What follows belongs to an exercise in optimizing a design on an open flow for a short achievable clock period and few clock cycles; a production flow would make more cautious choices.
Power and IR drop assume default switching activity.

== job 101 ==
// Mips
module Mips(
	input clk,
	input rst,
	output[31:0] imem_addr,
	input[31:0] imem_data,
	output[17:0] SRAM_ADDR,
	output[15:0] SRAM_WDATA,
	input[15:0] SRAM_RDATA,
	output SRAM_WE_N
);
Settings: LEC_CHECK=0, CAP_MARGIN=20, CORE_MARGIN=2, CORE_UTILIZATION=40, SLEW_MARGIN=40; clock period 15.0 ns.
standard.sh (not shown) runs the stock make flow with config.mk's settings and CLKGATE_MAP_FILE= SYNTH_SCRIPT=/design/flow/synth_recipe.tcl, a recipe that flattens the netlist after the stock synthesis.
==> flow/flow/run.sh <==
#!/bin/bash
# Standard ORFS layout (the standard.sh), with timing repair aimed well
# below the 15 ns clock: repair_timing keeps working until the setup slack
# reaches SETUP_SLACK_MARGIN (10.6 ns below the 15 ns clock).
export SETUP_SLACK_MARGIN=10.6
bash standard.sh > standard.log 2>&1
Relative to job 101, the following input files were edited for job 102:
--- a/flow/design.v
+++ b/flow/design.v
@@ -219,15 +219,22 @@
 wire stallE = (ldMiss && !ldAlloc) || (stEv && sb_full) || sboard;
 wire advE = !stallE;
 wire e2w = vE && advE && weE && !ldMiss;
 wire capNow = (mst == S_CAPHI);
 wire lbToW = lbV && (lbRdy || capNow) && !e2w;
 wire wn_we = e2w || (lbToW && lbWe);
 wire [4:0] wn_dest = e2w ? destE : lbDest;
-wire [31:0] wn_data = e2w ? (ldE ? cdE : aluE) : lbRdy ? dataL : {SRAM_RDATA, lo_cap};
+wire [31:0] resE = ldE ? cdE : aluE;
+wire [31:0] lbData = lbRdy ? dataL : {SRAM_RDATA, lo_cap};
+wire [31:0] wn_data = e2w ? resE : lbData;
+wire lbToW_a = lbV && (lbRdy || capNow) && !(vE && weE && !ldMiss);
+wire fA_E = eA_r && !ldMiss;
+wire fB_E = eB_r && !ldMiss;
+wire fA_L = lbToW_a && lbWe && lbDest == rsD;
+wire fB_L = lbToW_a && lbWe && lbDest == rtD;
 wire cbyS = st_wr && ciE == ciD;
 wire fill_we = fillW || pfDataV;
 wire [15:0] fill_a = fillW ? waW : pfFA;
 wire [31:0] fill_d = fillW ? dataW : pfData;
 wire cbyF = fill_we && fill_a[CIB-1:0] == ciD;
 wire [CIB-1:0] pI = rfA[CIB+1:2] ^ sxD[CIB+1:2];
 wire [CIB-1:0] gI = rfA[CIB+1:2] & sxD[CIB+1:2];
@@ -292,33 +299,26 @@
 wire eB = eB_r && isBneD;        
 wire useE = (eA || eB) && !bneSame;
 wire lbHazB = lbV && lbWe && (rsD == lbDest || (isBneD && rtD == lbDest));
 wire eAdd = cAdd_E;
 wire eLog = cAnd_E | cOr_E | cNor_E | cXor_E;
 wire eLd = ldE && chit;
 wire [31:0] xD = eA ? rfB : rfA;    
-function sumEq(input [31:0] a, input [31:0] b, input cin, input [31:0] x);
-	reg [31:0] p, cy;
-	begin
-		p = a ^ b;
-		cy = (a & b) | (p & ~x);
-		sumEq = ((p ^ x) == {cy[30:0], cin});
-	end
-endfunction
-wire [31:0] andE = Af & Bf;
-wire [31:0] orE = Af | Bf;
-wire [31:0] xorE = Af ^ Bf;
-wire eqAddX = sumEq(Af, Bf, 1'b0, xD);
-wire eqSubX = sumEq(Af, ~Bf, 1'b1, xD);
-wire eqAdd0 = sumEq(Af, Bf, 1'b0, 32'd0);
-wire eqSub0 = sumEq(Af, ~Bf, 1'b1, 32'd0);
-wire eqLogX = cAnd_E ? (andE == xD) : cOr_E ? (orE == xD) : cNor_E ? (orE == ~xD) : (xorE == xD);
-wire eqLog0 = cAnd_E ? (andE == 32'd0) : cOr_E ? (orE == 32'd0) : cNor_E ? (&orE) : (xorE == 32'd0);
-wire eqE_x = eAdd ? (subE ? eqSubX : eqAddX) : eLog ? eqLogX : (cdE == xD);
-wire eqE_0 = eAdd ? (subE ? eqSub0 : eqAdd0) : eLog ? eqLog0 : (cdE == 32'd0);
+wire [31:0] bxE = subE ? ~Bf : Bf;
+wire [31:0] ppE = Af ^ bxE;
+wire [31:0] ggE = Af & bxE;
+wire [31:0] cyE = ggE | (ppE & ~xD);
+wire eqAdd = ((ppE ^ xD) == {cyE[30:0], subE});
+wire [31:0] logE = ({32{cAnd_E}} & (Af & Bf)) | ({32{cOr_E}} & (Af | Bf)) |
+                   ({32{cNor_E}} & ~(Af | Bf)) | ({32{cXor_E}} & (Af ^ Bf));
+wire eqLog = (logE == xD);
+wire eqLd = (cdE == xD);
+wire eqE_x = eAdd ? eqAdd : eLog ? eqLog : eqLd;
+wire eqAdd0 = (ppE == {ggE[30:0], subE});
+wire eqE_0 = eAdd ? eqAdd0 : eLog ? (logE == 32'd0) : (cdE == 32'd0);
 wire eqE = isBezD ? eqE_0 : eqE_x;
 wire eqR = isBezD ? (rfA == 32'd0) : (rfA == rfB);
 wire eqD = bneSame | (useE ? eqE : eqR);
 wire takenD = isBezD ? eqD : !eqD;
 wire resD = brD && goD && !lbHazB && (!useE || eAdd || eLog || eLd);
 wire rdD_fire = vD && isJmpD && !ptD;
 wire mispD = resD && (takenD != ptD);
@@ -485,17 +485,17 @@
 	if (rst)
 		vE <= 1'b0;
 	else if (advE)
 		vE <= goD;
 end
 always @(posedge clk) begin
 	if (advE) begin
-		A_E <= (wn_we && wn_dest == rsD) ? wn_data : rfA;
-		B_E <= !useB_D ? sxD : (wn_we && wn_dest == rtD) ? wn_data : rfB;
-		T_E <= (wn_we && wn_dest == rtD) ? wn_data : rfB;
+		A_E <= fA_E ? resE : fA_L ? lbData : rfA;
+		B_E <= !useB_D ? sxD : fB_E ? resE : fB_L ? lbData : rfB;
+		T_E <= fB_E ? resE : fB_L ? lbData : rfB;
 		rsE <= rsD;
 		rtE <= rtD;
 		uA_E <= useA_D;
 		uB_E <= useB_D;
 		uT_E <= isStD;
 		wE <= wD;
 		specE <= spec_go;
Notes after the runs:
Diff job 101..job 102 | met2 routing resource usage after global routing | negligible. The run showing the greater critical path depth is job 101. Re power consumption: job 102 and job 101 aren't equal, and the lower value belongs to job 101. The clock insertion delay at the later pin of the skew report on job 102 is in line with that on job 101. The wire length of the first global-routing pass of job 102 was inferior to that of job 101. Job 102 has maximum fanout along the worst path below what job 101 had. Diff job 102..job 101 | H-tree depth | unchanged. Comparing relative area change from synthesis to final layout for job 102 and job 101, the smaller number came from job 101. Die extent in x is lower on job 101. When the final numbers for job 102 and job 101 were put side by side, the minimum setup slack in the final design turned out to be smaller in job 101. The final reports for job 102 and job 101 show area share of buffers outside the clock network higher in the former. Sort job 102 and job 101 by depth of the worst register-to-register path, descending, and job 101 comes first.
No run of this note included a check of the RTL's function; only the layout flow was run.

========
Another version of the RTL of Mips (not shown whole).
Size: ~14000 cells after synthesis, roughly 4300 flip-flops, about 120 I/O pins.
==> flow/config.mk <==
export PLATFORM = sky130hd
export DESIGN_NAME = Mips
export DESIGN_NICKNAME = Mips
export VERILOG_FILES = /design/flow/design.v
export SDC_FILE = /design/flow/constraint.sdc
export NUM_CORES = 8
export LEC_CHECK = 0
export CAP_MARGIN = 20
export CORE_MARGIN = 2
export CORE_UTILIZATION = 40
export SLEW_MARGIN = 40
==> flow/constraint.sdc <==
create_clock -name core_clock -period 15.0 [get_ports {clk}]
set_input_delay 3.0000 -clock core_clock [delete_from_list [all_inputs] [get_ports {clk}]]
set_output_delay 3.0000 -clock core_clock [all_outputs]
set_load 0.01 [all_outputs]
==> flow/flow/run.sh <==
#!/bin/bash
# Standard ORFS layout (the standard.sh) with two changes to timing repair:
#  - repair_timing keeps working until the setup slack reaches
#    SETUP_SLACK_MARGIN (10.6 ns below the 15 ns clock);
#  - resizing may pick any drive strength of a cell, not only one of the
#    same width (MATCH_CELL_FOOTPRINT=0; the platform default is 1).
export SETUP_SLACK_MARGIN=10.6
bash standard.sh MATCH_CELL_FOOTPRINT=0 finish > standard.log 2>&1
Change:
--- a/flow/design.v
+++ b/flow/design.v
@@ -304,19 +304,19 @@
                    ({32{cNor_E}} & ~(Af | Bf)) | ({32{cXor_E}} & (Af ^ Bf));
 wire eqLog = (logE == xD);
 wire eqLd = (cdE == xD);
 wire eqE = eAdd ? eqAdd : eLog ? eqLog : eqLd;
 wire eqR = isBezD ? (rfA == 32'd0) : (rfA == rfB);
 wire eqD = bneSame | (useE ? eqE : eqR);
-wire takenD = isJmpD | (isBezD ? eqD : !eqD);
-wire resD = goD && ((brD && !lbHazB && (!useE || eAdd || eLog || eLd)) ||
-                    isJmpD);    
+wire takenD = isBezD ? eqD : !eqD;
+wire resD = brD && goD && !lbHazB && (!useE || eAdd || eLog || eLd);
+wire rdD_fire = vD && isJmpD && !ptD;
 wire mispD = resD && (takenD != ptD);
 assign spec_go = vD && isLdD && !hazD && advE && !p_hi && !p_new;
 wire [31:0] pcf_n = mispD ? (ptD ? seqD : tgtD) :
-                    mispE ? redirE : rdF_fire ? tgtF : fetch_ok ? npc : pcf;
+                    mispE ? redirE : rdD_fire ? tgtD : rdF_fire ? tgtF : fetch_ok ? npc : pcf;
 integer i;
 always @(posedge clk)
 	ia_q <= pcf_n;
 wire [4:0] rsNew = vS ? rsS : rsN;
 wire [4:0] rtNew = vS ? rtS : rtN;
 always @(posedge clk) begin
@@ -334,32 +334,33 @@
 		v2 <= 1'b0;
 		vS <= 1'b0;
 		vD <= 1'b0;
 		ptD <= 1'b0;
 	end else begin
 		pcf <= pcf_n;
-		v2 <= !mispE && !mispD && !rdF_fire && fetch_ok;
-		if (mispE || mispD)
+		v2 <= !mispE && !mispD && !rdD_fire && !rdF_fire && fetch_ok;
+		if (mispE || mispD || rdD_fire)
 			vS <= 1'b0;
 		else if (accD)
 			vS <= vS & v2;
 		else if (v2)
 			vS <= 1'b1;
 		if (mispE)
 			vD <= 1'b0;
 		else if (accD) begin
-			if (mispD)
+			if (mispD || rdD_fire)
 				vD <= 1'b0;
 			else if (vS) begin
 				vD <= 1'b1;
 				ptD <= ptS;
 			end else begin
 				vD <= v2;
 				ptD <= ptF;
 			end
-		end
+		end else if (rdD_fire)
+			ptD <= 1'b1;
 	end
 end
 always @(posedge clk) begin
 	if (fetch_ok) begin
 		pc2 <= pcf;
 		seq2 <= pcf4;
What happened: The new run passed the timing, design-rule and antenna checks; routed wire length went up by a few percent; final area rises slightly; total power fell by a quarter to a third; sequential power drops by roughly a tenth; core utilization grows by 0.11 points; clock-buffer cell count increases by 40; global-route usage rose by 0.75 points; register-to-register slack improves by 0.04 ns; worst setup slack improved by 0.044 ns.
No run of this note included a check of the RTL's function; only the layout flow was run.

## static timing again, ports no longer ideal
No port has a modelled driver above. Below, the same layouts with a new extraction and two added sets of constraints.
Step 1 (the two cells are an assumption about what drives the block):
set clk [get_ports {clk}]
set_driving_cell -lib_cell sky130_fd_sc_hd__clkbuf_16 $clk
set_driving_cell -lib_cell sky130_fd_sc_hd__buf_2 [delete_from_list [all_inputs] $clk]
Step 2 adds t to the input delays and takes it off the output delays; t is the mean of the earliest and latest rising clock arrival at the registers after step 1. Input paths then give back, and output paths get back, about the clock's delay inside the block.
a / b / c = ideal / step 1 / step 2; a / b = the first two.
run | t, ns | setup WS [ns] | worst setup path at the end
job 101 | 1.143 | 9.627 / 9.627 / 8.763 | input to register
job 102 | 1.131 | 10.008 / 9.948 / 8.818 | input to register
the first run of note 2 | 1.139 | 9.957 / 9.957 / 8.973 | input to register
the second run of note 2 | 1.151 | 10.002 / 10.002 / 9.038 | input to register
After both steps setup and hold are still met in every run listed. The setup slack of job 102, which loses most, moves by -0.060 ns with the drivers and by -1.190 ns with both steps.
